Background: an optimization exercise with open tools, aiming at small area. Do not read the settings as production practice.
Only simulation tests tie the RTL to the original design; equivalence was not proved.
In every run shown here, the design's own scripts or RTL, not TritonCTS, make the clock network.
The clock port is modelled as an ideal driver, which makes a skipped or thinned clock tree look cheaper than it is; a real chip needs a root buffer or a tree.
No activity file was given, so power comes from the tool's default toggle rates.

===== flow/design.v =====
module CounterGrp
(
	input clk100khz,
	input rst,
	input mode_set,
	input inc,
	input dec,
	input clk1hz,
	output [3: 0] msb_h,
	output [3: 0] lsb_h,
	output [3: 0] msb_m,
	output [3: 0] lsb_m,
	output [3: 0] msb_s,
	output [3: 0] lsb_s,
	output reg [1: 0] mode_flag
);
	reg mode_set_pre;
	reg [1: 0] dec_pre;
	wire c_m, c_s;
	wire inc_h_real = (mode_flag == 2'd3 && ~inc) | c_m;
	wire inc_m_real = (mode_flag == 2'd2 && ~inc) | c_s;
	wire inc_s_real = (mode_flag == 2'd1 && ~inc) | clk1hz;
	wire dec_edge = ~dec & (dec_pre != mode_flag);   
	wire dec_h_e = dec_edge && mode_flag == 2'd3;
	wire dec_m_e = dec_edge && mode_flag == 2'd2;
	wire dec_s_e = dec_edge && mode_flag == 2'd1;
	Counter #(.max_num(23), .msb_w(2)) ch(.*, .inc(inc_h_real), .dec_e(dec_h_e), .msb(msb_h), .lsb(lsb_h), .c());
	Counter #(.max_num(59), .msb_w(3)) cm(.*, .inc(inc_m_real), .dec_e(dec_m_e), .msb(msb_m), .lsb(lsb_m), .c(c_m));
	Counter #(.max_num(59), .msb_w(3)) cs(.*, .inc(inc_s_real), .dec_e(dec_s_e), .msb(msb_s), .lsb(lsb_s), .c(c_s));
	always@(posedge clk100khz)
	begin
		if(rst)
			mode_flag <= 0;
		else if(mode_set_pre && !mode_set)   
			mode_flag <= mode_flag + 1'b1;
		mode_set_pre <= rst | mode_set;
		dec_pre <= (rst | dec) ? 2'd0 : mode_flag;
	end
endmodule
module Counter
	#(parameter integer max_num = 59, parameter integer msb_w = 3)
(
	input clk100khz,
	input rst,
	input inc,
	input dec_e,
	output [3: 0] msb,
	output reg [3: 0] lsb,
	output c
);
	localparam hours = max_num == 23;
	reg [msb_w - 1: 0] m;
	reg inc_pre;
	assign msb = m;
	wire [3: 0] l = lsb;
	wire inc_e = inc & ~inc_pre;
	wire l9 = l[3] & l[0];
	wire l0 = ~l[2] & ~l[0] & ~(l[3] ^ l[1]);
	wire m0 = ~|m;
	assign c = l[3] & l[1];
	wire at_max = hours ? m[msb_w - 1] & l[1] & l[0] : m[2] & m[0] & l9;
	wire [3: 0] l_up = {(l[3] & ~l[0] & ~l[1]) | (l[2] & l[1] & l[0]), l[2] ^ (l[1] & l[0]),
		(l[1] ^ l[0]) & ~l[3], ~l[0]};
	wire [3: 0] l_dn = {(l[3] & l[0]) | l0, (l[2] & (l[1] | l[0])) | (l[3] & ~l[0] & ~l[1]),
		~(l[1] ^ l[0]) & ~l0, ~l[0]};
	wire [msb_w - 1: 0] m_up, m_dn;
	generate
		if(hours)
		begin : g_h
			assign m_up = {m[0], ~m[1] & ~m[0]};
			assign m_dn = {m0, m[1]};
		end
		else
		begin : g_ms
			assign m_up = {(m[2] & ~m[0]) | (m[1] & m[0]), (m[1] ^ m[0]) & ~m[2], ~m[0]};
			assign m_dn = {(m[2] & m[0]) | m0, (m[1] & m[0]) | (m[2] & ~m[0]), ~m[0]};
		end
	endgenerate
	always@(posedge clk100khz)
	begin
		if(rst)
		begin
			m <= 0;
			lsb <= 0;
		end
		else if(inc_e)
		begin
			lsb <= at_max ? (hours ? 4'd0 : 4'b1010) : l_up;
			if(l9 | at_max)
				m <= m_up;
		end
		else if(dec_e)
		begin
			lsb <= (hours && m0 && l0) ? 4'd3 : l_dn;
			if(l0)
				m <= m_dn;
		end
		inc_pre <= rst ? 1'b0 : inc;
	end
endmodule
module KeyFilter
(
	input clk100khz,
	input rst,
	input phase2,
	input mode_set_o,
	input inc_o,
	input dec_o,
	output reg mode_set,
	output reg inc,
	output reg dec
);
	reg mode_set_buff;
	reg inc_buff;
	reg dec_buff;
	reg [7: 0] lfsr;
	wire last167 = (lfsr & 8'hd3) == 8'h51;
	wire wrap = last167 & phase2;
	always@(posedge clk100khz)
	begin
		if(rst | last167)
			lfsr <= 8'h5b;
		else
			lfsr <= {~lfsr[6: 0], ~(lfsr[7] ^ lfsr[2])};
		if(rst)
		begin
			mode_set <= 1;
			inc <= 1;
			dec <= 1;
			mode_set_buff <= 1;
			inc_buff <= 1;
			dec_buff <= 1;
		end
		else if(wrap)
		begin
			mode_set <= mode_set_buff;
			inc <= inc_buff;
			dec <= dec_buff;
			mode_set_buff <= 1;
			inc_buff <= 1;
			dec_buff <= 1;
		end
		else
		begin
			mode_set_buff <= mode_set_buff & mode_set_o;
			inc_buff <= inc_buff & inc_o;
			dec_buff <= dec_buff & dec_o;
		end
	end
endmodule
module LedOutput
(
	input clk100khz,
	input rst,
	input [23: 0] digits,   
	input [1: 0] mode_flag,
	output wire [5: 0] scan,
	output wire [7: 0] dout,
	output wire clk1hz,
	output wire phase2
);
	function automatic [6: 0] led_num(input [3: 0] d);
		case(d)
			4'd0: led_num = 7'b0111111;   
			4'd1: led_num = 7'b0000110;
			4'd2: led_num = 7'b1011011;
			4'd3: led_num = 7'b1001111;
			4'd4: led_num = 7'b1100110;   
			4'd5: led_num = 7'b1101101;
			4'd6: led_num = 7'b1111101;
			4'd7: led_num = 7'b0000111;
			4'd8: led_num = 7'b1111111;   
			4'd9: led_num = 7'b1101111;
			4'd10: led_num = 7'b0111111;   
			4'd11: led_num = 7'h07;
			4'd12: led_num = 7'h27;
			4'd13: led_num = 7'h2d;
			4'd14: led_num = 7'h3d;
			default: led_num = 7'h07;
		endcase
	endfunction
	reg [2: 0] ptr;
	reg [2: 0] tick;
	reg [14: 0] lfsr;
	wire [5: 0] p1h = {~ptr[1] & ptr[2], ~ptr[0] & ptr[1], ptr[0] & ptr[2],
		~ptr[2] & ptr[1], ptr[0] & ~ptr[1], ~ptr[0] & ~ptr[2]};
	wire last16667 = (lfsr & 15'h1e3f) == 15'h1414;
	assign phase2 = p1h[2] | p1h[5];
	assign clk1hz = tick[2];
	wire hide = tick[2] & ~tick[0];
	wire [3: 0] curDigit =
		({4{p1h[0]}} & digits[23: 20]) |
		({4{p1h[1]}} & digits[19: 16]) |
		({4{p1h[2]}} & digits[15: 12]) |
		({4{p1h[3]}} & digits[11: 8]) |
		({4{p1h[4]}} & digits[7: 4]) |
		({4{p1h[5]}} & digits[3: 0]);
	wire field =
		(mode_flag == 2'd3 & (p1h[0] | p1h[1])) |
		(mode_flag == 2'd2 & (p1h[2] | p1h[3])) |
		(mode_flag == 2'd1 & (p1h[4] | p1h[5]));
	assign scan = {p1h[0], p1h[1], p1h[2], p1h[3], p1h[4], p1h[5]};
	assign dout = {p1h[1] | p1h[3], (hide & field) ? 7'b0 : led_num(curDigit)};
	always@(posedge clk100khz)
	if(rst)
	begin
		ptr <= 0;
		tick <= 0;
		lfsr <= 15'h22e3;
	end
	else
	begin
		ptr <= {ptr[1: 0], ~ptr[2]};
		if(last16667)
		begin
			lfsr <= 15'h22e3;
			tick <= {tick[1: 0], ~tick[2]};
		end
		else
			lfsr <= {~lfsr[13: 0], ~(lfsr[14] ^ lfsr[6])};
	end
endmodule
module TopEntity
(
	input clk100khz,
	input rst,
	input mode_set_o,
	input inc_o,
	input dec_o,
	output wire [5: 0] scan,
	output wire [7: 0] dout
);
	wire mode_set, inc, dec;
	wire [3: 0] msb_h, lsb_h, msb_m, lsb_m, msb_s, lsb_s;
	wire [23: 0] digits;
	wire [1: 0] mode_flag;
	wire clk1hz;      
	wire phase2;      
	assign digits = {msb_h, lsb_h, msb_m, lsb_m, msb_s, lsb_s};
	KeyFilter keyFilter(.*);
	CounterGrp CounterGrp(.*);
	LedOutput ledOutput(.*);
endmodule

===== flow/flow/run.sh =====
#!/bin/bash
# Own layout flow: the standard flow with these changes, made through
# ORFS's own variables and hooks:
#  - synthesis is the standard flow's synthesis script with an area-oriented ABC script
#    (flow/area.abc) and without Yosys's adder extraction (ADDER_MAP_FILE
#    empty), so ABC maps all the logic itself;
#  - input/output ports are buffered with sky130_fd_sc_hd__buf_1;
#  - the clock tree is built by flow/manual_cts.tcl (a few clock buffers,
#    each driving one cluster of flip-flops and sized for its load; the
#    cluster count with the least buffer area is kept) instead of TritonCTS.
# The tools' own logs are in orfs/logs/; make's output is in synth.log and
# standard.log here.
set -euo pipefail
here=$(pwd)
export FLOW_WORK="$here"
export MY_ABC_SCRIPT="$here/flow/area.abc"
export BUFFER_PORTS_ARGS="-buffer_cell sky130_fd_sc_hd__buf_1"
export PRE_CTS_TCL="$here/flow/manual_cts.tcl"
export MCTS_K=${MCTS_K:-"2 3 4"}
# each clock buffer is then downsized to the smallest of these that keeps its
# flip-flops' estimated clock slew within MCTS_SLEW ns
export MCTS_SIZES="sky130_fd_sc_hd__buf_4 sky130_fd_sc_hd__buf_6 sky130_fd_sc_hd__buf_8 sky130_fd_sc_hd__buf_12 sky130_fd_sc_hd__buf_16"
export MCTS_SLEW=0.100

# synthesis (same make call as standard.sh, with the synthesis script and
# adder mapping changed)
make -C "$FLOW_HOME" DESIGN_CONFIG="$here/config.mk" WORK_HOME="$here/orfs" \
  CLKGATE_MAP_FILE= ADDER_MAP_FILE= SYNTH_SCRIPT="$here/flow/synth_wrap.tcl" \
  synth > synth.log 2>&1
grep -q "area.abc" abc_script_used.txt

# the rest of the standard flow, from the synthesised netlist
bash standard.sh > standard.log 2>&1

===== flow/flow/area.abc =====
strash
balance
rewrite
refactor
balance
rewrite
rewrite -z
balance
refactor -z
rewrite -z
balance
balance
rewrite
refactor
balance
rewrite
rewrite -z
balance
refactor -z
rewrite -z
balance
&get -n
&deepsyn -J 500 -S 4 -T 300
&put
&get -n
&dch -f
&nf -p -R 1000 -F 8 -A 4
&put
strash
&get -n
&deepsyn -J 500 -S 4 -T 300
&put
&get -n
&dch -f
&nf -p -R 1000 -F 8 -A 4
&put
topo
dnsize

===== flow/flow/manual_cts.tcl =====
# Manual clock tree, sourced as PRE_CTS_TCL: it replaces TritonCTS for this
# small design. The clock port drives a few clock buffers directly; each
# buffer drives one cluster of flip-flops (k-means on their positions) and is
# the smallest cell in MCTS_SIZES that keeps the estimated slew at its
# flip-flops' clock pins within MCTS_SLEW ns. Each cluster count in MCTS_K,
# with four k-means starts, is tried in a child OpenROAD run on a copy of the
# design (logged in the ORFS log folder, mcts_trial_*.log); the tree with
# the least buffer area
# is then built here.

# flip-flop clock pins on the clock net: {inst mterm x y}, sorted by name
proc mcts_sinks {} {
  set block [ord::get_db_block]
  set pts {}
  foreach it [[$block findNet clk100khz] getITerms] {
    set inst [$it getInst]
    set bb [$inst getBBox]
    lappend pts [list [$inst getName] [[$it getMTerm] getName] \
      [expr {([$bb xMin] + [$bb xMax]) / 2.0}] [expr {([$bb yMin] + [$bb yMax]) / 2.0}]]
  }
  return [lsort -index 0 $pts]
}

# k-means with centres started at quantiles of the points sorted by key
# (0: x, 1: y, 2: x + y, 3: x - y); returns a list of lists of points
proc mcts_kmeans {pts k key} {
  set n [llength $pts]
  set keyed {}
  foreach p $pts {
    set x [lindex $p 2]; set y [lindex $p 3]
    set v [lindex [list $x $y [expr {$x + $y}] [expr {$x - $y}]] $key]
    lappend keyed [list $v $p]
  }
  set keyed [lsort -real -index 0 $keyed]
  set cx {}; set cy {}
  for {set i 0} {$i < $k} {incr i} {
    set p [lindex [lindex $keyed [expr {int(($i + 0.5) * $n / $k)}]] 1]
    lappend cx [lindex $p 2]; lappend cy [lindex $p 3]
  }
  for {set iter 0} {$iter < 50} {incr iter} {
    set assign {}
    foreach p $pts {
      set best 0; set bd 1e30
      for {set i 0} {$i < $k} {incr i} {
        set d [expr {abs([lindex $p 2] - [lindex $cx $i]) + abs([lindex $p 3] - [lindex $cy $i])}]
        if {$d < $bd} { set bd $d; set best $i }
      }
      lappend assign $best
    }
    set ncx {}; set ncy {}
    for {set i 0} {$i < $k} {incr i} {
      set sx 0; set sy 0; set c 0
      foreach p $pts a $assign {
        if {$a == $i} { set sx [expr {$sx + [lindex $p 2]}]; set sy [expr {$sy + [lindex $p 3]}]; incr c }
      }
      if {$c > 0} { lappend ncx [expr {$sx / $c}]; lappend ncy [expr {$sy / $c}] } else { lappend ncx [lindex $cx $i]; lappend ncy [lindex $cy $i] }
    }
    set cx $ncx; set cy $ncy
  }
  set groups {}
  for {set i 0} {$i < $k} {incr i} {
    set g {}
    foreach p $pts a $assign { if {$a == $i} { lappend g $p } }
    if {[llength $g] > 0} { lappend groups $g }
  }
  return $groups
}

# Insert one buffer per group at the group's centre and size it. Returns
# {area feasible}; feasible is 0 when a group misses the slew target even
# with the largest cell.
proc mcts_insert {groups sizes target} {
  set block [ord::get_db_block]
  set dbu [$block getDbUnitsPerMicron]
  set i 0
  set bufs {}
  foreach g $groups {
    set pins {}
    set sx 0; set sy 0
    foreach p $g {
      lappend pins [get_pins "[lindex $p 0]/[lindex $p 1]"]
      set sx [expr {$sx + [lindex $p 2]}]; set sy [expr {$sy + [lindex $p 3]}]
    }
    set lx [expr {$sx / [llength $g] / $dbu}]
    set ly [expr {$sy / [llength $g] / $dbu}]
    insert_buffer -buffer_cell [lindex $sizes end] -net clk100khz -load_pins $pins \
      -location [list $lx $ly] -buffer_name clkbuf_m$i -net_name clknet_m$i
    set nn [get_full_name [get_nets -of_objects [lindex $pins 0]]]
    [$block findNet $nn] setSigType CLOCK
    set drv [get_pins -of_objects [get_nets $nn] -filter "direction==output"]
    lappend bufs [list [get_cells -of_objects $drv] $pins]
    incr i
  }
  [$block findNet clk100khz] setSigType CLOCK
  set_propagated_clock [all_clocks]
  set area 0
  set feasible 1
  foreach b $bufs {
    lassign $b inst sinks
    set chosen ""
    foreach cell $sizes {
      replace_cell $inst $cell
      estimate_parasitics -placement
      set worst 0
      foreach p $sinks {
        set sl [get_property $p slew_max]
        if {$sl > $worst} { set worst $sl }
      }
      if {$worst <= $target} { set chosen $cell; break }
    }
    if {$chosen eq ""} { set chosen [lindex $sizes end]; set feasible 0 }
    replace_cell $inst $chosen
    puts "mcts: [get_full_name $inst] $chosen drives [llength $sinks] sinks"
    set area [expr {$area + [get_property [get_lib_cells $chosen] area]}]
  }
  estimate_parasitics -placement
  return [list $area $feasible]
}

if {[info exists ::env(MCTS_TRIAL)]} {
  # child run: one trial on the saved copy of the design
  lassign $::env(MCTS_TRIAL) k key
  set groups [mcts_kmeans [mcts_sinks] $k $key]
  lassign [mcts_insert $groups $::env(MCTS_SIZES) $::env(MCTS_SLEW)] a ok
  puts "MCTS_RESULT $k $key $a $ok"
} else {
  rename clock_tree_synthesis tritoncts_clock_tree_synthesis
  proc clock_tree_synthesis {args} {
    set here $::env(OBJECTS_DIR)
    set logs $::env(LOG_DIR)
    set odb $here/mcts_place.odb
    set sdc $here/mcts_place.sdc
    write_db $odb
    write_sdc $sdc
    set tcl $here/mcts_trial.tcl
    set f [open $tcl w]
    puts $f "read_db $odb"
    foreach lib $::env(LIB_FILES) { puts $f "read_liberty $lib" }
    puts $f "read_sdc $sdc"
    puts $f "source $::env(PLATFORM_DIR)/setRC.tcl"
    puts $f "source $::env(PRE_CTS_TCL)"
    close $f
    set best {}
    set best_a 1e30
    foreach k $::env(MCTS_K) {
      foreach key {0 1 2 3} {
        set log $logs/mcts_trial_${k}_${key}.log
        set ::env(MCTS_TRIAL) "$k $key"
        catch {exec openroad -no_init -exit $tcl > $log 2>@1}
        unset ::env(MCTS_TRIAL)
        set res ""
        set fh [open $log r]
        foreach line [split [read $fh] "\n"] {
          if {[string match "MCTS_RESULT *" $line]} { set res $line }
        }
        close $fh
        puts "mcts: trial $k clusters, start $key: $res"
        if {$res eq ""} { continue }
        lassign $res tag rk rkey a ok
        if {$ok && $a < $best_a} { set best_a $a; set best [list $k $key] }
      }
    }
    if {$best eq {}} { error "mcts: no clock tree meets the slew target" }
    lassign $best k key
    puts "mcts: building $k clusters, start $key"
    set groups [mcts_kmeans [mcts_sinks] $k $key]
    lassign [mcts_insert $groups $::env(MCTS_SIZES) $::env(MCTS_SLEW)] a ok
    puts "mcts: kept [llength $groups] buffers, $a um2, feasible $ok"
  }
}

===== flow/flow/synth_wrap.tcl =====
# Synthesis for this flow: the standard flow's own synthesis script (synth_recipe.tcl, in
# the flow's work folder), with ABC's technology mapping run with the script
# given in MY_ABC_SCRIPT instead of ORFS's speed script. Everything else,
# including the flip-flop mapping and register names, is left as it is.
proc abc {args} {
  set i [lsearch -exact $args -script]
  if {$i >= 0 && [info exists ::env(MY_ABC_SCRIPT)]} {
    set args [lreplace $args [expr {$i + 1}] [expr {$i + 1}] $::env(MY_ABC_SCRIPT)]
    set f [open $::env(FLOW_WORK)/abc_script_used.txt w]
    puts $f $::env(MY_ABC_SCRIPT)
    close $f
  }
  yosys abc {*}$args
}
source $::env(FLOW_WORK)/synth_recipe.tcl

===== flow/standard.sh =====
#!/bin/bash
# synth_recipe.tcl (not shown) runs the flow's synth.tcl, then flattens the netlist and writes it again
# the make line also repeats each setting of config.mk as NAME=value (left out here)
make -C /OpenROAD-flow-scripts/flow DESIGN_CONFIG=/design/flow/config.mk WORK_HOME=/design/flow/orfs CLKGATE_MAP_FILE= SYNTH_SCRIPT=/design/flow/synth_recipe.tcl "${@:-finish}"

===== flow/config.mk =====
export PLATFORM = sky130hd
export DESIGN_NAME = TopEntity
export DESIGN_NICKNAME = TopEntity
export VERILOG_FILES = /design/flow/design.v
export SDC_FILE = /design/flow/constraint.sdc
export NUM_CORES = 4
export LEC_CHECK = 0
export CAP_MARGIN = 20
export CORE_MARGIN = 2
export CORE_UTILIZATION = 80
export PLACE_DENSITY = 0.92
export SLEW_MARGIN = 20

===== flow/constraint.sdc =====
create_clock -name core_clock -period 10.0 [get_ports {clk100khz}]
set_input_delay 2.0000 -clock core_clock [delete_from_list [all_inputs] [get_ports {clk100khz}]]
set_output_delay 2.0000 -clock core_clock [all_outputs]
set_load 0.01 [all_outputs]

==> results of run 1 <==
## cells in the mapped netlist
cell type   n
mux2i_1     1
o311a_1     1
nand2_1    34
o22a_1      3
nor4b_1     4
xor2_1      6
nor3_1     10
a221o_1     1
or3b_1      1
a311oi_1    2
a221oi_1    2
a22oi_1     5
or2_0       2
o22ai_1     2
o31a_1      1
a21oi_1    19
nor2_1     56
nor2b_1    11
nand4_1     2
nor3b_1     4
and2_0      1
a2111oi_0   3
a211oi_1    5
a41oi_1     1
a222oi_1    1
xnor2_1     2
and3_1      6
nand3_1     3
o21ai_0     9
dfxtp_1    63
o21bai_1    1
clkinv_1    7
a31oi_1     2
nand2b_1    6
a22o_1      4
a21o_1      1
or3_1       6
a32o_1      1
a211o_1     2
o21a_1      3
## where the power goes
part,total [mW],internal [mW],switching [mW]
Clock,0.100,0.0406,0.0596
Combinational,0.0199,0.00646,0.0134
Sequential,0.265,0.259,0.00596
## cells by family after synthesis
kind of cell	Yosys count	synth area share, %
compound gates	69	18.78
xor+xnor	8	2.767
buf+inv	7	1.038
flops	63	49.80
mux	1	0.3953
simple gates	146	27.22
## flip-flops by register name, indices dropped and copies added, names as in the netlist, 2 cells and up
signal,flops
ledOutput.ptr,3
CounterGrp.ch.m,2
ledOutput.tick,3
keyFilter.lfsr,8
CounterGrp.cm.lsb,4
CounterGrp.cs.m,3
CounterGrp.cs.lsb,4
CounterGrp.cm.m,3
ledOutput.lfsr,15
CounterGrp.ch.lsb,4
CounterGrp.dec_pre,2
CounterGrp.mode_flag,2
## cell type report, without the clock buffers
type,count,area [µm²]
fillers,145,306.5
repair buffers,20,82.58
flip-flops and latches,63,1261
multi-input cells,224,1245
well taps,44,55.05
inverters,7,26.28
## path summary, 6_finish.rpt
check                                              from            endpoint
worst max-delay path                   ledOutput.ptr[1]             dout[0]
worst min-delay path                  keyFilter.lfsr[3]   keyFilter.lfsr[4]
worst max register to register  CounterGrp.mode_flag[0]  CounterGrp.cm.m[1]
worst min register to register        keyFilter.lfsr[3]   keyFilter.lfsr[4]
## per-layer routing
metal  vias to the layer above  global-route usage, %
li1                       1099                      -
met1                      1071                  42.92
met2                       142                  63.98
met3                        23                  2.814
met4                         0                  12.70
met5                         -                      0
## stage by stage
step	hold slack [ps]	util (%)	instances	cell area (µm²)
2_1_floorplan	343.4	-	294	2532
3_3_place_gp	349.6	88.18	358	2670
3_5_place_dp	357.0	88.18	358	2670
4_1_cts	376.5	89.88	361	2721
5_1_grt	388.9	89.88	361	2721
6_report	375.6	89.88	361	2721
==> flow_summary.toml, run 1 <==
[timing]
post-route-period-util_pct = 47.62
final-setup-viol-count = 0
finalWorstSetupSlack_ps = 5238
slew_violations = 0
tns_ps = 0
min_period_ps = 4762
tightest_slew_ps = 662.8
finalHoldViolations = 0
fin_worst_skew_ps = 11.05
relSlewSlack_pct = 55.19
fmax_mhz = 210.0
rsz0062_at_grt = "no"

[worst_setup_path]
path_cells = "nor2b_1, a22o_1, a221o_1, a221oi_1, nand2_1, and3_1, nor3_1, nor2_1, o22ai_1, buf_1"
crit_slowest_cell = "a221oi_1"
endpoint_kind = "output port"
cp.depth = 10
critPathBufInv = 1
required_ps = 8000
path_class = "flip-flop to output port"
critPathTopFamily = "compound AO/OA/AOI/OAI gates"
cpPeakStageDelay_ps = 480
path_max_fanout = 7
cp-start-kind = "flip-flop"
rr_worst_depth = 12
rrSetupSlack_ps = 7220
worstPathArrival_ps = 2760

[placement]
post-dp-hpwl_um = 4175
io_buffer_count = 18
gp_congestion = 0.8570
place_ws_ps = 5482

[routing]
detail_route.wl_per_cell_um = 17.09
routed_via_density = 6.468
final_antenna_net_count = 0
met2_length_um = 3094
first_iter_violations = 237
drc = 0
routed_wl_um = 6168
num_vias = 2335
highest_layer = "met4"
drt-pass1-iter-count = 5
met3_length_um = 436
drt-met1-wl_um = 2415

[global_route]
track_usage_pct = 35.14
grt_remaining_overflow = 0
grt_pass1_vias = 2125
antenna_found_initial = 0
grt_pass1_wl_um = 9708
grt_max_degree = 45

[logic_synthesis]
synth_top_cell_area_share_pct = 49.80
yosysTopAreaCell = "dfxtp_1"
synth_warnings = 5
avgSynthCellArea_um2 = 8.614
synth_cells = 294
syn_area_um2 = 2532
synth-seq-cells = 63
yosysSeqAreaShare_pct = 49.80
ys_types = 40
syn_nets = 299
ys_top_cells_by_area = "dfxtp_1, nor2_1, nand2_1"

[die]
fp.dieArea_um2 = 3632
die_w_um = 60.27
dieHeight_um = 60.27
io_pins = 19
initial_core_util_pct = 83.64
core_region_area_um2 = 3028
std_cell_rows = 20

[status]
status = "complete, no violations"

[layout]
antenna_cells = 0
syn2layout_area_growth_pct = 7.460
fin_nets = 324
final_common_cell = "dfxtp_1"
drive_above_1_share_pct = 1.577
layout.cells.most_common_list = "dfxtp_1, nor2_1, nand2_1"

[min_path]
hold_path_depth = 1
min_path_type = "flip-flop to flip-flop"

[power]
p_total_mw = 0.3850
p_leak_nw = 1.025
p_per_area_nw_per_um2 = 141.5
vdd_ir_drop_max_uv = 222.8

[clock_tree]
post-cts-setup-buffers = 0
clk_pin_slew_worst_paths_ps = 100
cts_resized = 0
worstSkewPairLatency_ps = 130
cts_hold_buf = 0

[run]
maxCapViolCount = 0
==> inputs of run 2 (changes only) <==
--- a/flow/design.v
+++ b/flow/design.v
@@ -55,13 +55,13 @@
 	wire [3: 0] l = lsb;
 	wire inc_e = inc & ~inc_pre;
 	wire l9 = l[3] & l[0];
-	wire l0 = ~l[2] & ~l[0] & ~(l[3] ^ l[1]);
+	wire l0 = hours ? ~|l : ~l[2] & ~l[0] & ~(l[3] ^ l[1]);
 	wire m0 = ~|m;
 	assign c = l[3] & l[1];
 	wire at_max = hours ? m[msb_w - 1] & l[1] & l[0] : m[2] & m[0] & l9;
-	wire [3: 0] l_up = {(l[3] & ~l[0] & ~l[1]) | (l[2] & l[1] & l[0]), l[2] ^ (l[1] & l[0]),
+	wire [3: 0] l_up = {(l[3] & ~l[0] & (hours | ~l[1])) | (l[2] & l[1] & l[0]), l[2] ^ (l[1] & l[0]),
 		(l[1] ^ l[0]) & ~l[3], ~l[0]};
-	wire [3: 0] l_dn = {(l[3] & l[0]) | l0, (l[2] & (l[1] | l[0])) | (l[3] & ~l[0] & ~l[1]),
+	wire [3: 0] l_dn = {(l[3] & l[0]) | l0, (l[2] & (l[1] | l[0])) | (l[3] & ~l[0] & (hours | ~l[1])),
 		~(l[1] ^ l[0]) & ~l0, ~l[0]};
 	wire [msb_w - 1: 0] m_up, m_dn;
 	generate
--- a/flow/config.mk
+++ b/flow/config.mk
@@ -5,8 +5,8 @@
 export SDC_FILE = /design/flow/constraint.sdc
 export NUM_CORES = 4
 export LEC_CHECK = 0
-export CAP_MARGIN = 20
+export CAP_MARGIN = 0
 export CORE_MARGIN = 2
 export CORE_UTILIZATION = 80
 export PLACE_DENSITY = 0.92
-export SLEW_MARGIN = 20
+export SLEW_MARGIN = 0
==> run 2 against run 1 <==
Against the previous run: power about the same; final area grew 0.23%; global-route usage rose by 1.9 points; first-iteration DRC count grew 68%; sequential power barely moved; fmax grew 9.4%; clock skew down 3.4 ps; largest power group unchanged; synthesized cell count up 1.0%; cell count grew 0.55%; register-to-register slack improved by 160 ps.
==> flow_summary.toml, run 2 <==
[status]
status = "complete, no violations"

[global_route]
grt_pass1_wl_um = 10270
antenna_found_initial = 0
grt_pass1_vias = 2157
grt_max_degree = 46
grt_remaining_overflow = 0
track_usage_pct = 37.09

[timing]
finalHoldViolations = 0
post-route-period-util_pct = 43.53
slew_violations = 0
min_period_ps = 4353
rsz0062_at_grt = "no"
relSlewSlack_pct = 39.25
tightest_slew_ps = 911.2
final-setup-viol-count = 0
fmax_mhz = 229.7
fin_worst_skew_ps = 7.656
tns_ps = 0

[logic_synthesis]
postSynth.asyncResetShare_pct = 0
synth.most_common_cell = "dfxtp_1"
synth_top_cell_area_share_pct = 49.36
synth_cells = 297
syn_nets = 302
avgSynthCellArea_um2 = 8.603
synth_edf_count = 0
yosysTopAreaCell = "dfxtp_1"
synth_warnings = 5
synth.top_cells.by_count = "dfxtp_1, nor2_1, nand2_1"
synth-seq-cells = 63
syn_area_um2 = 2555
yosysSeqAreaShare_pct = 49.36
ys_top_cells_by_area = "dfxtp_1, nor2_1, nand2_1"
synthFlopType = "dfxtp_1"
ys_types = 39

[placement]
post-dp-hpwl_um = 4198
place_inst = 359
io_buffer_count = 18
gp_congestion = 0.9150

[clock_tree]
cts_hold_buf = 0
post-cts-setup-buffers = 0
worstSkewPairLatency_ps = 130
clk_pin_slew_worst_paths_ps = 100
cts_resized = 0

[die]
initial_core_util_pct = 83.69
core_region_area_um2 = 3053
io_pins = 19
die_w_um = 60.51
fp.dieArea_um2 = 3661
std_cell_rows = 20
dieHeight_um = 60.51

[layout]
seq_area_um2 = 1261
final_cells = 363
final_common_cell = "dfxtp_1"
multiInputGateArea_um2 = 1275
drive_above_1_share_pct = 1.567
antenna_cells = 0
layout.cells.most_common_list = "dfxtp_1, nor2_1, nand2_1"
syn2layout_area_growth_pct = 6.758
fin_nets = 326
largest_reg_flops = 15
largest_register = "ledOutput.lfsr"
fillers = 149
largestRegisters = "ledOutput.lfsr: 15 flops, keyFilter.lfsr: 8 flops"
fin_util_pct = 89.34

[power]
p_per_area_nw_per_um2 = 141.1
p_leak_nw = 1.026
vdd_ir_drop_max_uv = 184.3

[routing]
drc = 0
detail_route.wl_per_cell_um = 18.48
num_vias = 2444
first_iter_violations = 397
routed_wl_um = 6708
drt-pass1-iter-count = 7
routed_via_density = 6.733
final_antenna_net_count = 0

[worst_setup_path]
required_ps = 8000
cp-start-kind = "flip-flop"
worstPathArrival_ps = 2350
endpoint_kind = "output port"
path_max_fanout = 6
path_class = "flip-flop to output port"

[min_path]
min_path_type = "flip-flop to flip-flop"

[run]
maxCapViolCount = 0
==> run 2: cell types whose count changed in the layout (fill, tap and decap cells not counted), sizes merged, moves of 4 or more <==
cell and delta:
a222oi +4, and3 -4, or2 +4, nor2 -9, nand2 +5, or3 -4
==> run 2: metrics by stage <==
step                area, µm²  hold WS (ps)  setup WS, ps  total power, mW
floorplan                2555         343.4          5804           0.2797
finish                   2728         385.5          5647           0.3849
global placement         2679         345.0          5953           0.2867
CTS                      2728         384.5          5726           0.3814
detailed placement       2679         355.7          5890           0.2889
global route             2728         398.9          5474           0.3918
==> run 2: worst max-delay path, cell delays in order, from the launching register on <==
cell,delay [ps]
dfxtp_1,470
nor2b_1,170
a222oi_1,360
nand2_1,160
or2_0,290
a211oi_1,310
nor2_1,80
nor2_1,140
a21o_1,110
buf_1,150
==> run 2: kinds of logic after synthesis <==
family | after synthesis | share of synthesized area [%]
compound gates | 75 | 20.08
xor+xnor | 8 | 2.743
buf+inv | 5 | 0.7347
flops | 63 | 49.36
simple gates | 146 | 27.08
==> run 2: worst paths after layout <==
kind	start	endpoint	slack [ps]	cells after the start
min	ledOutput.lfsr[8]	ledOutput.lfsr[9]	390	1
max	ledOutput.ptr[2]	dout[0]	5650	9
min reg2reg	ledOutput.lfsr[8]	ledOutput.lfsr[9]	390	1
max reg2reg	CounterGrp.mode_flag[0]	CounterGrp.cm.m[2]	7380	9
==> run 2: where the power goes <==
group	switching, mW	internal [mW]	leakage (nW)
clock network	0.0631	0.0357	0.0256
registers	0.00638	0.259	0.515
logic	0.0145	0.00639	0.486
total	0.0839	0.301	1.03
==> run 2: final cells by class, without the clock buffers <==
cell class | instances | share of cell area (%)
Multi-Input combinational cell | 229 | 46.74
Sequential cell | 63 | 46.24
Timing Repair Buffer | 18 | 2.523
Tap cell | 44 | 2.018
Inverter | 5 | 0.6881
==> run 2: routing by layer <==
| layer | vias up | GRT usage, % | wire, µm |
|---|---|---|---|
| li1 | 1115 | - | - |
| met1 | 1122 | 44.20 | 2508 |
| met2 | 172 | 65.99 | 3297 |
| met3 | 35 | 5.757 | 596 |
| met4 | 0 | 16.77 | 306 |
| met5 | - | 0 | 0 |
==> inputs of run 3 (changes only) <==
--- a/flow/config.mk
+++ b/flow/config.mk
@@ -5,8 +5,8 @@
 export SDC_FILE = /design/flow/constraint.sdc
 export NUM_CORES = 4
 export LEC_CHECK = 0
-export CAP_MARGIN = 0
+export CAP_MARGIN = 20
 export CORE_MARGIN = 2
 export CORE_UTILIZATION = 80
 export PLACE_DENSITY = 0.92
-export SLEW_MARGIN = 0
+export SLEW_MARGIN = 20
==> run 3 against run 2 <==
Against the previous run: still clean on timing, DRC and antenna; clock skew unchanged; fmax stayed put; global-route usage unchanged; area after synthesis unchanged; die area is the same; flip-flop and latch count did not move; worst hold slack is the same; register-to-register slack about the same; core utilization unchanged; sequential power about the same; critical path type unchanged.
==> flow_summary.toml, run 3 <==
[status]
status = "complete, no violations"

[logic_synthesis]
synth_edf_count = 0
avgSynthCellArea_um2 = 8.603
synth.most_common_cell = "dfxtp_1"
synth-seq-cells = 63
postSynth.asyncResetShare_pct = 0
ys_types = 39
synthFlopType = "dfxtp_1"
ys_top_cells_by_area = "dfxtp_1, nor2_1, nand2_1"
yosysTopAreaCell = "dfxtp_1"
syn_area_um2 = 2555
synth.top_cells.by_count = "dfxtp_1, nor2_1, nand2_1"
yosysSeqAreaShare_pct = 49.36
syn_nets = 302
synth_cells = 297
synth_top_cell_area_share_pct = 49.36
synth_warnings = 5

[worst_setup_path]
worstPathArrival_ps = 2350
r2r-end = "CounterGrp.cm.m[2]"
crit_slowest_cell = "dfxtp_1"
rr_worst_depth = 9
required_ps = 8000
cpPeakStageDelay_ps = 470
r2r-start = "CounterGrp.mode_flag[0]"
path_max_fanout = 6
path_cells = "nor2b_1, a222oi_1, nand2_1, or2_0, a211oi_1, nor2_1, nor2_1, a21o_1, buf_1"
path_class = "flip-flop to output port"
endpoint_kind = "output port"
worstSetupStartpoint = "ledOutput.ptr[2]"
rrSetupSlack_ps = 7380
crit_top_cell = "nor2_1"
cp-start-kind = "flip-flop"

[global_route]
grt_pass1_wl_um = 10270
grt_pass1_vias = 2157
track_usage_pct = 37.09
grt_max_degree = 46
grt_remaining_overflow = 0
antenna_found_initial = 0

[timing]
fin_worst_skew_ps = 7.656
post-route-period-util_pct = 43.53
relSlewSlack_pct = 39.25
rsz0062_at_grt = "no"
tns_ps = 0
fmax_mhz = 229.7
tightest_slew_ps = 911.2
min_period_ps = 4353
slew_violations = 0
final-setup-viol-count = 0
finalWorstSetupSlack_ps = 5647
finalHoldViolations = 0
whs_ps = 385.5

[routing]
final_antenna_net_count = 0
detail_route.wl_per_cell_um = 18.48
num_vias = 2444
routed_via_density = 6.733
drc = 0
drt-pass1-iter-count = 7
first_iter_violations = 397
routed_wl_um = 6708

[power]
vdd_ir_drop_max_uv = 184.3
combPwrFrac_pct = 5.4
p_leak_nw = 1.026
clockPowerShare_pct = 25.7
p_int_mw = 0.3010
swShare_pct = 21.81
seqPwrFrac_pct = 68.9
switchingPower_mw = 0.08394
p_total_mw = 0.3849
p_per_area_nw_per_um2 = 141.1

[min_path]
min-delay-start = "ledOutput.lfsr[8]"
hold_path_end = "ledOutput.lfsr[9]"
min_path_type = "flip-flop to flip-flop"
hold_path_depth = 1

[die]
std_cell_rows = 20
dieHeight_um = 60.51
core_region_area_um2 = 3053
fp.dieArea_um2 = 3661
initial_core_util_pct = 83.69
io_pins = 19
die_w_um = 60.51

[layout]
largest_reg_flops = 15
drive_above_1_share_pct = 1.567
layout.cells.most_common_list = "dfxtp_1, nor2_1, nand2_1"
final_common_cell = "dfxtp_1"
final_cell_area_um2 = 2728
fin_util_pct = 89.34
largestRegisters = "ledOutput.lfsr: 15 flops, keyFilter.lfsr: 8 flops"
antenna_cells = 0
syn2layout_area_growth_pct = 6.758
largest_register = "ledOutput.lfsr"
fin_nets = 326
final_cells = 363

[placement]
post-dp-hpwl_um = 4198
place_ws_ps = 5890
io_buffer_count = 18
gp_congestion = 0.9150
place_inst = 359
placed_area_um2 = 2679

[clock_tree]
clk_pin_slew_worst_paths_ps = 100
cts_hold_buf = 0
post-cts-setup-buffers = 0
worstSkewPairLatency_ps = 130
cts_resized = 0

[run]
maxCapViolCount = 0
## run 3: cell counts after synthesis
Identical to the previous run, type by type.
## run 3: worst max-delay path by stage
stage | slack, ps | cells after the start | endpoint
3_3_place_gp | 5950 | 9 | dout[0]
5_1_grt | 5470 | 11 | dout[0]
4_1_cts | 5730 | 11 | dout[0]
2_1_floorplan | 5800 | 8 | dout[0]
6_report | 5650 | 9 | dout[0]
3_5_place_dp | 5890 | 11 | dout[0]
## run 3: power by group through the flow
stage               Combinational [mW]  Clock (mW)  Sequential (mW)
finish                          0.0209      0.0988            0.265
global placement                0.0174           0            0.269
detailed placement              0.0188           0            0.270
global route                    0.0221       0.104            0.266
floorplan                       0.0114           0            0.268
CTS                             0.0201      0.0964            0.265
## run 3: layer usage
layer,GRT usage (%),wire length (µm),share of wire (%),vias to the layer above
li1,-,-,-,1115
met1,44.20,2508,37,1122
met2,65.99,3297,49,172
met3,5.757,596,8.9,35
met4,16.77,306,4.6,0
met5,0,0,0,-
## run 3: final cells by class, without the clock buffers
class,instances,area [µm²]
Multi-Input combinational cell,229,1275
Inverter,5,18.77
Tap cell,44,55.05
Fill cell,149,325.3
Sequential cell,63,1261
Timing Repair Buffer,18,68.82
## run 3: worst max-delay path, delay by kind of cell, from the launching register on
family,cells,cell delay [ps]
compound gates,3,780
buf+inv,1,150
flops,1,470
simple gates,5,840
## run 3: logic make-up after synthesis
logic type	count (synthesis)	share of synthesized area, %
compound gates	75	20.08
buf+inv	5	0.7347
xor+xnor	8	2.743
flops	63	49.36
simple gates	146	27.08
==> inputs of run 4 (changes only) <==
--- a/flow/config.mk
+++ b/flow/config.mk
@@ -8,5 +8,6 @@
 export CAP_MARGIN = 20
 export CORE_MARGIN = 2
 export CORE_UTILIZATION = 80
+export GPL_TIMING_DRIVEN = 0
 export PLACE_DENSITY = 0.92
 export SLEW_MARGIN = 20
==> run 4 against run 3 <==
Against the previous run: critical path type unchanged; register-to-register slack worse by 40 ps; critical endpoint unchanged; setup slack got worse by 89 ps; still clean on timing, DRC and antenna; area after synthesis unchanged; highest routed layer unchanged; via count down 2.0%; power shrank 1.3%; cell count stayed put.
==> flow_summary.toml, run 4 <==
[status]
status = "complete, no violations"

[clock_tree]
cts_hold_buf = 0
clk_pin_slew_worst_paths_ps = 100
worstSkewPairLatency_ps = 130
cts_resized = 0
post-cts-setup-buffers = 0

[routing]
first_iter_violations = 360
final_antenna_net_count = 0
num_vias = 2394
drc = 0
detail_route.wl_per_cell_um = 17.34
routed_wl_um = 6293
drt-pass1-iter-count = 6
routed_via_density = 6.595

[logic_synthesis]
synth.top_cells.by_count = "dfxtp_1, nor2_1, nand2_1"
synthFlopType = "dfxtp_1"
syn_area_um2 = 2555
ys_types = 39
synth_cells = 297
synth_top_family_by_area = "simple AND/OR/NAND/NOR gates"
yosysSeqAreaShare_pct = 49.36
synth_top_cell_area_share_pct = 49.36
synth.mux.area_fraction_pct = 0
synth_xor_area_share_pct = 2.742
synth.most_common_cell = "dfxtp_1"
postSynth.asyncResetShare_pct = 0
syn_nets = 302
synth_compound_area_share_pct = 20.08
synth-seq-cells = 63
ys_top_cells_by_area = "dfxtp_1, nor2_1, nand2_1"
yosysTopAreaCell = "dfxtp_1"
synth_warnings = 5
synth_adder_area_share_pct = 0
synthSimpleGateAreaFrac_pct = 27.08
avgSynthCellArea_um2 = 8.603
synth_edf_count = 0

[run]
maxCapViolCount = 0

[timing]
post-route-period-util_pct = 44.41
whs_ps = 374.1
relSlewSlack_pct = 46.19
rsz0062_at_grt = "no"
finalHoldViolations = 0
slew_violations = 0
fin_worst_skew_ps = 13.80
tightest_slew_ps = 807.2
min_period_ps = 4441
tns_ps = 0
fmax_mhz = 225.2
final-setup-viol-count = 0

[min_path]
hold_path_depth = 1
min-delay-start = "keyFilter.lfsr[3]"
min_path_type = "flip-flop to flip-flop"
hold_path_end = "keyFilter.lfsr[4]"

[power]
vdd_ir_drop_max_uv = 161.8
p_total_mw = 0.3799
p_per_area_nw_per_um2 = 139.3
p_leak_nw = 1.026

[placement]
place_inst = 359
placed_area_um2 = 2679
gp_congestion = 0.9000
post-dp-hpwl_um = 4278
io_buffer_count = 18

[global_route]
grt_pass1_vias = 2166
grt_remaining_overflow = 0
track_usage_pct = 34.51
grt_max_degree = 46
antenna_found_initial = 0
grt_pass1_wl_um = 9818

[die]
std_cell_rows = 20
io_pins = 19
fp.dieArea_um2 = 3661
dieHeight_um = 60.51
core_region_area_um2 = 3053
initial_core_util_pct = 83.69
die_w_um = 60.51

[worst_setup_path]
rrSetupSlack_ps = 7340
rr_worst_depth = 9
path_class = "flip-flop to output port"
cp-start-kind = "flip-flop"
path_max_fanout = 8
endpoint_kind = "output port"
required_ps = 8000
r2r-end = "CounterGrp.cm.m[2]"
worstPathArrival_ps = 2440
r2r-start = "CounterGrp.mode_flag[0]"

[layout]
fillers = 152
layout.cells.most_common_list = "dfxtp_1, nor2_1, nand2_1"
largestRegisters = "ledOutput.lfsr: 15 flops, keyFilter.lfsr: 8 flops"
final_cells = 363
syn2layout_area_growth_pct = 6.758
largest_register = "ledOutput.lfsr"
drive_above_1_share_pct = 1.567
fin_nets = 326
antenna_cells = 0
largest_reg_flops = 15
final_cell_area_um2 = 2728
final_common_cell = "dfxtp_1"
## run 4: cell count changes in the layout (fill, tap and decap cells not counted)
cell      before  now
buf_2          0    1
clkbuf_2       1    0
## run 4: cell families after synthesis
logic type / count (synthesis)
buffers and inverters: 5
and+or+nand+nor: 146
xor gates and xnor gates: 8
DFF: 63
AOI/OAI and AO/OA: 75
## run 4: worst max path at each step
stage	startpoint	to	slack, ps	cells past startpoint
after detailed placement	ledOutput.ptr[0]	dout[0]	5780	9
after global routing	ledOutput.ptr[2]	dout[0]	5370	9
final	ledOutput.ptr[0]	dout[0]	5560	11
after global placement	rst	ledOutput.tick[1]	5750	3
after CTS	ledOutput.ptr[0]	dout[0]	5600	9
after floorplan	ledOutput.ptr[0]	dout[0]	5800	8
## run 4: power breakdown
group          internal, mW  switching (mW)  total [mW]
clock network        0.0356          0.0603      0.0959
registers             0.259         0.00600       0.265
logic               0.00637          0.0126      0.0190
## run 4: worst max-delay path, cell delays in order (launching register included)
cell and delay [ps]:
dfxtp_1 390, and2_0 270, a222oi_1 410, nand2_1 150
and2_0 220, nor2_1 110, nand2_1 80, o22ai_1 230
nor2_1 70, nor2_1 140, a21o_1 100, buf_1 150
## run 4: per-layer routing
layer / global-route usage, % / vias to the layer above / share of wire [%]
li1: - / 1123 / -
met1: 42.72 / 1106 / 40
met2: 63.04 / 142 / 50
met3: 3.198 / 23 / 7.5
met4: 11.80 / 0 / 2.5
met5: 0 / - / 0
## run 4: metrics by stage
stage	utilization (%)	setup WS, ps
detailed placement	87.75	5782
floorplan	-	5804
global placement	87.70	5754
global route	89.34	5370
CTS	89.34	5600
finish	89.34	5559
## run 4: area by class of cell, without the clock buffers
cell class                      count  area [µm²]  area share (%)
Inverter                            5       18.77          0.6881
Multi-Input combinational cell    229        1275           46.74
Sequential cell                    63        1261           46.24
Tap cell                           44       55.05           2.018
Timing Repair Buffer               18       68.82           2.523
==> inputs of run 5 (changes only) <==
--- a/flow/flow/area.abc
+++ b/flow/flow/area.abc
@@ -26,13 +26,5 @@
 &dch -f
 &nf -p -R 1000 -F 8 -A 4
 &put
-strash
-&get -n
-&deepsyn -J 500 -S 4 -T 300
-&put
-&get -n
-&dch -f
-&nf -p -R 1000 -F 8 -A 4
-&put
 topo
 dnsize
==> run 5 against run 4 <==
Against the previous run: clock skew rose by 2.9 ps; core utilization rose by 0.45 points; flip-flop and latch count is the same; final area decreased by 0.32%; cell count shrank 0.83%; fmax decreased by 0.50%.
==> flow_summary.toml, run 5 <==
[status]
status = "complete, no violations"

[logic_synthesis]
synth_top_family_by_area = "simple AND/OR/NAND/NOR gates"
syn_area_um2 = 2529
avgSynthCellArea_um2 = 8.601
ys_types = 37
syn_nets = 299
postSynth.asyncResetShare_pct = 0
synth.most_common_cell = "dfxtp_1"
synthSimpleGateAreaFrac_pct = 29.39
synth.mux.area_fraction_pct = 0
synth-seq-cells = 63
yosysSeqAreaShare_pct = 49.88
synth_xor_area_share_pct = 1.732
synth_compound_area_share_pct = 18.26
synth_adder_area_share_pct = 0
synthFlopType = "dfxtp_1"
yosysTopAreaCell = "dfxtp_1"
ys_top_cells_by_area = "dfxtp_1, nor2_1, nand2_1"
synth_warnings = 5
synth_top_cell_area_share_pct = 49.88
synth.top_cells.by_count = "dfxtp_1, nor2_1, nand2_1"
synth_cells = 294
synth_edf_count = 0

[timing]
min_period_ps = 4464
post-route-period-util_pct = 44.64
fin_worst_skew_ps = 16.71
rsz0062_at_grt = "no"
tightest_slew_ps = 620.5
relSlewSlack_pct = 58.55
tns_ps = 0
finalHoldViolations = 0
slew_violations = 0
final-setup-viol-count = 0
fmax_mhz = 224.0

[run]
maxCapViolCount = 0

[power]
p_leak_nw = 1.002
combPwrFrac_pct = 5.4
switchingPower_mw = 0.07930
p_per_area_nw_per_um2 = 140.2
p_total_mw = 0.3812
swShare_pct = 20.80
p_int_mw = 0.3020
vdd_ir_drop_max_uv = 158.8
seqPwrFrac_pct = 69.4
clockPowerShare_pct = 25.2

[die]
io_pins = 19
fp.dieArea_um2 = 3626
initial_core_util_pct = 83.51
std_cell_rows = 20
die_w_um = 60.22
core_region_area_um2 = 3028
dieHeight_um = 60.22

[clock_tree]
clk_pin_slew_worst_paths_ps = 110
worstSkewPairLatency_ps = 140
post-cts-setup-buffers = 0
cts_hold_buf = 0
cts_resized = 0

[worst_setup_path]
cpPeakStageDelay_ps = 470
path_max_fanout = 6
cp-start-kind = "flip-flop"
required_ps = 8000
crit_slowest_cell = "a222oi_1"
endpoint_kind = "output port"
path_class = "flip-flop to output port"
crit_top_cell = "nand2_1"
path_cells = "and2_0, a222oi_1, nand2_1, nand2_1, nand2_1, o22a_1, a211oi_1, nor2_1, o21ai_0, buf_1"
worstPathArrival_ps = 2460

[layout]
largest_reg_flops = 15
largest_register = "ledOutput.lfsr"
fillers = 144
antenna_cells = 0
final_common_cell = "dfxtp_1"
seq_area_um2 = 1261
multiInputGateArea_um2 = 1249
syn2layout_area_growth_pct = 7.521
largestRegisters = "ledOutput.lfsr: 15 flops, keyFilter.lfsr: 8 flops"
drive_above_1_share_pct = 1.582
layout.cells.most_common_list = "dfxtp_1, nor2_1, nand2_1"
fin_nets = 323

[placement]
io_buffer_count = 18
gp_congestion = 0.8910
post-dp-hpwl_um = 4446

[routing]
final_antenna_net_count = 0
routed_via_density = 6.983
drc = 0
first_iter_violations = 479
detail_route.wl_per_cell_um = 17.88
drt-pass1-iter-count = 10
routed_wl_um = 6436
num_vias = 2514

[global_route]
track_usage_pct = 36.71
antenna_found_initial = 0
grt_max_degree = 40
grt_pass1_vias = 2269
grt_pass1_wl_um = 10180
grt_remaining_overflow = 0

[min_path]
min_path_type = "flip-flop to flip-flop"
-- run 5: final timing paths --
| kind | startpoint | to | slack (ps) | cells after the start |
|---|---|---|---|---|
| setup / recovery | ledOutput.ptr[0] | dout[0] | 5540 | 10 |
| hold / removal | ledOutput.lfsr[8] | ledOutput.lfsr[9] | 390 | 1 |
| setup reg to reg | CounterGrp.mode_flag[1] | CounterGrp.cs.m[2] | 7290 | 10 |
| hold reg to reg | ledOutput.lfsr[8] | ledOutput.lfsr[9] | 390 | 1 |
-- run 5: logic make-up (layout without fill, tap and decap cells) --
group / after synthesis / in the layout
AO/OA/AOI/OAI: 67 / 67
buffers and inverters: 5 / 27
AND/OR/NAND/NOR: 154 / 154
flip-flops: 63 / 63
XOR/XNOR: 5 / 5
-- run 5: per-stage QoR --
step                      instances  utilization, %  setup slack (ps)  hold WS, ps  area (µm²)
after detailed placement        357           88.26              5803        346.9        2673
after global placement          356           87.56              5737        345.8        2651
final                           360           89.79              5536        388.3        2719
after floorplan                 294               -              5794        343.4        2529
after CTS                       360           89.79              5615        389.4        2719
after global routing            360           89.79              5361        406.9        2719
-- run 5: critical path: cells and delay by family (launching register included) --
kind,cells,cell delay (ps)
AO/OA/AOI/OAI,4,1070
AND/OR/NAND/NOR,5,730
flip-flops,1,360
buffers and inverters,1,160
-- run 5: routing by layer --
layer	track usage (%)	vias up	share of wire, %
li1	-	1116	-
met5	0	-	0
met4	19.37	0	6.1
met2	64.13	201	47
met1	43.68	1142	37
met3	4.329	55	9.5
-- run 5: area by class of cell, without the clock buffers --
cell class | instances | area share, %
Multi-Input combinational cell | 226 | 45.93
Tap cell | 44 | 2.025
Timing Repair Buffer | 19 | 3.267
Inverter | 5 | 0.6903
Sequential cell | 63 | 46.39
-- run 5: power by group through the flow --
stage / Sequential, mW / Clock, mW / Combinational [mW]
after floorplan: 0.268 / 0 / 0.0116
after global placement: 0.269 / 0 / 0.0176
after detailed placement: 0.270 / 0 / 0.0200
after CTS: 0.264 / 0.0945 / 0.0202
final: 0.264 / 0.0961 / 0.0208
after global routing: 0.265 / 0.104 / 0.0226
==> inputs of run 6 (changes only) <==
--- a/flow/config.mk
+++ b/flow/config.mk
@@ -5,9 +5,9 @@
 export SDC_FILE = /design/flow/constraint.sdc
 export NUM_CORES = 4
 export LEC_CHECK = 0
-export CAP_MARGIN = 20
+export CAP_MARGIN = 0
 export CORE_MARGIN = 2
 export CORE_UTILIZATION = 80
 export GPL_TIMING_DRIVEN = 0
 export PLACE_DENSITY = 0.92
-export SLEW_MARGIN = 20
+export SLEW_MARGIN = 0
==> run 6 against run 5 <==
Against the previous run: final area is 0.69% lower; via count shrank 4.5%; power is 0.30% higher; critical path type unchanged; critical path depth is the same.
==> flow_summary.toml, run 6 <==
[worst_setup_path]
path_class = "flip-flop to output port"
cp-start-kind = "flip-flop"
path_max_fanout = 6
r2r-start = "CounterGrp.mode_flag[0]"
r2r-end = "CounterGrp.cm.m[1]"
worstSetupStartpoint = "ledOutput.ptr[0]"
rr_worst_depth = 10
worstPathArrival_ps = 2450
required_ps = 8000
rrSetupSlack_ps = 7420
endpoint_kind = "output port"
cp-endpoint = "dout[0]"

[die]
die_w_um = 60.22
dieHeight_um = 60.22
fp.dieArea_um2 = 3626
io_pins = 19
core_region_area_um2 = 3028
std_cell_rows = 20
initial_core_util_pct = 83.51

[timing]
final-setup-viol-count = 0
fin_worst_skew_ps = 24.41
tns_ps = 0
post-route-period-util_pct = 44.52
finalHoldViolations = 0
tightest_slew_ps = 795.2
finalWorstSetupSlack_ps = 5548
fmax_mhz = 224.6
rsz0062_at_grt = "no"
relSlewSlack_pct = 46.99
min_period_ps = 4452
slew_violations = 0

[logic_synthesis]
synth_cells = 294
synth.top_cells.by_count = "dfxtp_1, nor2_1, nand2_1"
syn_area_um2 = 2529
syn_nets = 299
ys_top_cells_by_area = "dfxtp_1, nor2_1, nand2_1"
synthFlopType = "dfxtp_1"
synth.most_common_cell = "dfxtp_1"
yosysSeqAreaShare_pct = 49.88
synth-seq-cells = 63
synth_edf_count = 0
synth_warnings = 5
yosysTopAreaCell = "dfxtp_1"
ys_types = 37
postSynth.asyncResetShare_pct = 0
avgSynthCellArea_um2 = 8.601
synth_top_cell_area_share_pct = 49.88

[layout]
drive_above_1_share_pct = 1.270
largestRegisters = "ledOutput.lfsr: 15 flops, keyFilter.lfsr: 8 flops"
largest_register = "ledOutput.lfsr"
antenna_cells = 0
layout.cells.most_common_list = "dfxtp_1, nor2_1, nand2_1"
largest_reg_flops = 15
final_common_cell = "dfxtp_1"
fin_nets = 322
final_cell_area_um2 = 2700
fin_util_pct = 89.17
syn2layout_area_growth_pct = 6.779
fillers = 153

[power]
p_total_mw = 0.3824
p_int_mw = 0.3033
p_leak_nw = 0.9930
clockPowerShare_pct = 25.5
p_per_area_nw_per_um2 = 141.6
seqPwrFrac_pct = 69.3
swShare_pct = 20.69
combPwrFrac_pct = 5.2
vdd_ir_drop_max_uv = 150.7
switchingPower_mw = 0.07914

[placement]
gp_congestion = 0.8910
io_buffer_count = 18
post-dp-hpwl_um = 3907
place_ws_ps = 5785
placed_area_um2 = 2653

[clock_tree]
worstSkewPairLatency_ps = 150
cts_resized = 0
clk_pin_slew_worst_paths_ps = 110
post-cts-setup-buffers = 0
cts_hold_buf = 0

[status]
status = "complete, no violations"

[routing]
drt-pass1-iter-count = 6
routed_wl_um = 6274
num_vias = 2402
first_iter_violations = 329
detail_route.wl_per_cell_um = 17.48
routed_via_density = 6.691
drc = 0
final_antenna_net_count = 0

[global_route]
antenna_found_initial = 0
grt_remaining_overflow = 0
grt_pass1_vias = 2108
grt_pass1_wl_um = 9722
grt_max_degree = 47
track_usage_pct = 35.28

[run]
maxCapViolCount = 0

[min_path]
min_path_type = "flip-flop to flip-flop"
-- run 6: changes by cell type in the layout (fill, tap and decap cells not counted) --
cell | before | now
buf_4 | 0 | 1
buf_6 | 1 | 0
buf_8 | 1 | 0
-- run 6: routing by layer --
| metal | routed length [µm] | vias to the layer above | share of wire, % | global-route usage, % |
|---|---|---|---|---|
| met5 | 0 | - | 0 | 0 |
| met4 | 193 | 0 | 3.1 | 13.97 |
| met3 | 528 | 29 | 8.4 | 4.113 |
| met2 | 3132 | 148 | 50 | 62.42 |
| met1 | 2419 | 1122 | 39 | 43.29 |
| li1 | - | 1103 | - | - |
-- run 6: cell type report, without the clock buffers --
cell class | instances | area, µm² | area share, %
timing repair buffer | 18 | 68.82 | 2.549
inverter | 5 | 18.77 | 0.6951
multi-input combinational | 226 | 1249 | 46.25
tap | 44 | 55.05 | 2.039
sequential | 63 | 1261 | 46.71
-- run 6: stage by stage --
stage                     hold WS (ps)  std cells
after floorplan                  343.4        294
after global placement           345.8        356
after detailed placement         349.3        356
after CTS                        377.8        359
after global routing             388.0        359
final                            376.6        359
-- run 6: logic make-up (layout without fill, tap and decap cells) --
family                    count (synthesis)  count (layout)  share of synthesized area [%]
AOI/OAI and AO/OA                        67              67                          18.26
and+or+nand+nor                         154             154                          29.39
DFF                                      63              63                          49.88
xor gates and xnor gates                  5               5                          1.732
buffers and inverters                     5              26                         0.7423
-- run 6: how the worst min path moves through the flow --
stage | start | end | slack [ps] | cells past startpoint
2_1_floorplan | keyFilter.lfsr[3] | keyFilter.lfsr[4] | 340 | 1
4_1_cts | ledOutput.lfsr[8] | ledOutput.lfsr[9] | 380 | 1
6_report | ledOutput.lfsr[8] | ledOutput.lfsr[9] | 380 | 1
5_1_grt | ledOutput.lfsr[8] | ledOutput.lfsr[9] | 390 | 1
3_3_place_gp | ledOutput.lfsr[8] | ledOutput.lfsr[9] | 350 | 1
3_5_place_dp | keyFilter.lfsr[5] | keyFilter.lfsr[6] | 350 | 1
-- run 6: critical path, stage by stage, from the launching register on --
cell and delay, ps:
dfxtp_1 360, and2_0 280, a222oi_1 440, nand2_1 160
nand2_1 110, nand2_1 70, o22a_1 190, a211oi_1 280
nor2_1 90, o21ai_0 150, buf_1 160
-- run 6: power by group through the flow --
| stage | logic, mW | clock network [mW] | registers (mW) |
|---|---|---|---|
| floorplan | 0.0116 | 0 | 0.268 |
| global route | 0.0214 | 0.105 | 0.265 |
| global placement | 0.0176 | 0 | 0.269 |
| finish | 0.0199 | 0.0975 | 0.265 |
| detailed placement | 0.0185 | 0 | 0.270 |
| CTS | 0.0195 | 0.0973 | 0.265 |
==> inputs of run 7 (changes only) <==
--- a/flow/config.mk
+++ b/flow/config.mk
@@ -5,9 +5,9 @@
 export SDC_FILE = /design/flow/constraint.sdc
 export NUM_CORES = 4
 export LEC_CHECK = 0
-export CAP_MARGIN = 0
+export CAP_MARGIN = 10
 export CORE_MARGIN = 2
 export CORE_UTILIZATION = 80
 export GPL_TIMING_DRIVEN = 0
 export PLACE_DENSITY = 0.92
-export SLEW_MARGIN = 0
+export SLEW_MARGIN = 10
==> run 7 against run 6 <==
Against the previous run: setup slack is the same; largest cell class unchanged; die area is the same; combinational power is essentially flat; flip-flop and latch count is the same; still clean on timing, DRC and antenna; largest power group unchanged.
==> flow_summary.toml, run 7 <==
[status]
status = "complete, no violations"

[power]
p_leak_nw = 0.9930
p_per_area_nw_per_um2 = 141.6
vdd_ir_drop_max_uv = 150.7

[timing]
final-setup-viol-count = 0
fin_worst_skew_ps = 24.41
tns_ps = 0
min_period_ps = 4452
post-route-period-util_pct = 44.52
rsz0062_at_grt = "no"
whs_ps = 376.6
finalWorstSetupSlack_ps = 5548
finalHoldViolations = 0
slew_violations = 0
tightest_slew_ps = 795.2
fmax_mhz = 224.6
relSlewSlack_pct = 46.99

[logic_synthesis]
synth.mux.area_fraction_pct = 0
ys_top_cells_by_area = "dfxtp_1, nor2_1, nand2_1"
synthFlopType = "dfxtp_1"
synth_adder_area_share_pct = 0
avgSynthCellArea_um2 = 8.601
syn_nets = 299
synth.top_cells.by_count = "dfxtp_1, nor2_1, nand2_1"
synth_top_family_by_area = "simple AND/OR/NAND/NOR gates"
synth_edf_count = 0
yosysSeqAreaShare_pct = 49.88
synthSimpleGateAreaFrac_pct = 29.39
synth-seq-cells = 63
ys_types = 37
synth_top_cell_area_share_pct = 49.88
syn_area_um2 = 2529
postSynth.asyncResetShare_pct = 0
synth_xor_area_share_pct = 1.732
synth_warnings = 5
synth_compound_area_share_pct = 18.26
yosysTopAreaCell = "dfxtp_1"
synth_cells = 294
synth.most_common_cell = "dfxtp_1"

[routing]
routed_via_density = 6.691
first_iter_violations = 329
drc = 0
routed_wl_um = 6274
final_antenna_net_count = 0
num_vias = 2402
detail_route.wl_per_cell_um = 17.48
drt-pass1-iter-count = 6

[layout]
largest_reg_flops = 15
syn2layout_area_growth_pct = 6.779
layout.cells.most_common_list = "dfxtp_1, nor2_1, nand2_1"
drive_above_1_share_pct = 1.270
antenna_cells = 0
fin_nets = 322
largest_register = "ledOutput.lfsr"
final_common_cell = "dfxtp_1"
largestRegisters = "ledOutput.lfsr: 15 flops, keyFilter.lfsr: 8 flops"
fin_util_pct = 89.17

[worst_setup_path]
required_ps = 8000
worstSetupStartpoint = "ledOutput.ptr[0]"
r2r-start = "CounterGrp.mode_flag[0]"
rrSetupSlack_ps = 7420
worstPathArrival_ps = 2450
cp-endpoint = "dout[0]"
r2r-end = "CounterGrp.cm.m[1]"
path_class = "flip-flop to output port"
endpoint_kind = "output port"
rr_worst_depth = 10
path_max_fanout = 6
cp-start-kind = "flip-flop"

[global_route]
grt_remaining_overflow = 0
grt_pass1_vias = 2108
track_usage_pct = 35.28
grt_pass1_wl_um = 9722
antenna_found_initial = 0
grt_max_degree = 47

[clock_tree]
clk_pin_slew_worst_paths_ps = 110
worstSkewPairLatency_ps = 150
post-cts-setup-buffers = 0
cts_hold_buf = 0
cts_resized = 0

[placement]
gp_congestion = 0.8910
place_ws_ps = 5785
io_buffer_count = 18
post-dp-hpwl_um = 3907

[die]
io_pins = 19
die_w_um = 60.22
core_region_area_um2 = 3028
dieHeight_um = 60.22
fp.dieArea_um2 = 3626
std_cell_rows = 20
initial_core_util_pct = 83.51

[run]
maxCapViolCount = 0

[min_path]
min_path_type = "flip-flop to flip-flop"
==> run 7: per-layer routing <==
| layer | routed length [µm] | global-route usage, % |
|---|---|---|
| met4 | 193 | 13.97 |
| met2 | 3132 | 62.42 |
| met5 | 0 | 0 |
| met1 | 2419 | 43.29 |
| met3 | 528 | 4.113 |
==> run 7: critical path: stages (launching register included) <==
cell,delay (ps)
dfxtp_1,360
and2_0,280
a222oi_1,440
nand2_1,160
nand2_1,110
nand2_1,70
o22a_1,190
a211oi_1,280
nor2_1,90
o21ai_0,150
buf_1,160
==> run 7: power by group <==
part	switching, mW	internal (mW)
Combinational	0.0136	0.00637
Clock	0.0596	0.0379
Sequential	0.00594	0.259
Total	0.0791	0.303
==> run 7: cells by family (layout without fill, tap and decap cells) <==
group,after synthesis,after routing
flops,63,63
compound gates,67,67
buf+inv,5,26
simple gates,154,154
xor+xnor,5,5
==> run 7: how the worst min path moves through the flow <==
stage	start	end	slack, ps	cells past startpoint
floorplan	keyFilter.lfsr[3]	keyFilter.lfsr[4]	340	1
global placement	ledOutput.lfsr[8]	ledOutput.lfsr[9]	350	1
detailed placement	keyFilter.lfsr[5]	keyFilter.lfsr[6]	350	1
CTS	ledOutput.lfsr[8]	ledOutput.lfsr[9]	380	1
global route	ledOutput.lfsr[8]	ledOutput.lfsr[9]	390	1
finish	ledOutput.lfsr[8]	ledOutput.lfsr[9]	380	1
==> run 7: cell type report, without the clock buffers <==
class | count | area (µm²)
Inverter | 5 | 18.77
Tap cell | 44 | 55.05
Fill cell | 153 | 327.8
Timing Repair Buffer | 18 | 68.82
Multi-Input combinational cell | 226 | 1249
Sequential cell | 63 | 1261
==> run 7: stage by stage <==
step           total power, mW  instances  area, µm²
2_1_floorplan           0.2796        294       2529
3_3_place_gp            0.2866        356       2651
3_5_place_dp            0.2881        356       2653
4_1_cts                 0.3814        359       2700
5_1_grt                 0.3918        359       2700
6_report                0.3824        359       2700

==> separate check: timing with driven ports <==
The flow's constraints put no driver on any port. The routed layouts listed below were extracted and timed again, unchanged, in two steps.
Step 1 sets driving cells, clkbuf_16 on the clock port and buf_2 on the other inputs (assumed; they add their load-dependent delay and slew).
Step 2 adds t to the input delays and takes it off the output delays; t is the mean of the earliest and latest rising clock arrival at the registers after step 1. Input paths then give back, and output paths get back, about the clock's delay inside the block.
a / b / c = ideal / step 1 / step 2; a / b = the first two.
| run | shift t [ns] | setup WS [ns] | hold slack, ns |
|---|---|---|---|
| run 1 | 0.181 | 5.238 / 5.182 / 5.363 | 0.376 / 0.376 / 0.376 |
| run 2 | 0.187 | 5.647 / 5.586 / 5.773 | 0.385 / 0.385 / 0.385 |
| run 3 | 0.187 | 5.647 / 5.586 / 5.773 | 0.385 / 0.385 / 0.385 |
| run 4 | 0.186 | 5.559 / 5.496 / 5.682 | 0.374 / 0.374 / 0.374 |
| run 5 | 0.188 | 5.536 / 5.478 / 5.666 | 0.388 / 0.388 / 0.388 |
| run 6 | 0.196 | 5.548 / 5.488 / 5.684 | 0.377 / 0.377 / 0.377 |
| run 7 | 0.196 | 5.548 / 5.488 / 5.684 | 0.377 / 0.377 / 0.377 |
After both steps every run listed still meets setup and hold.
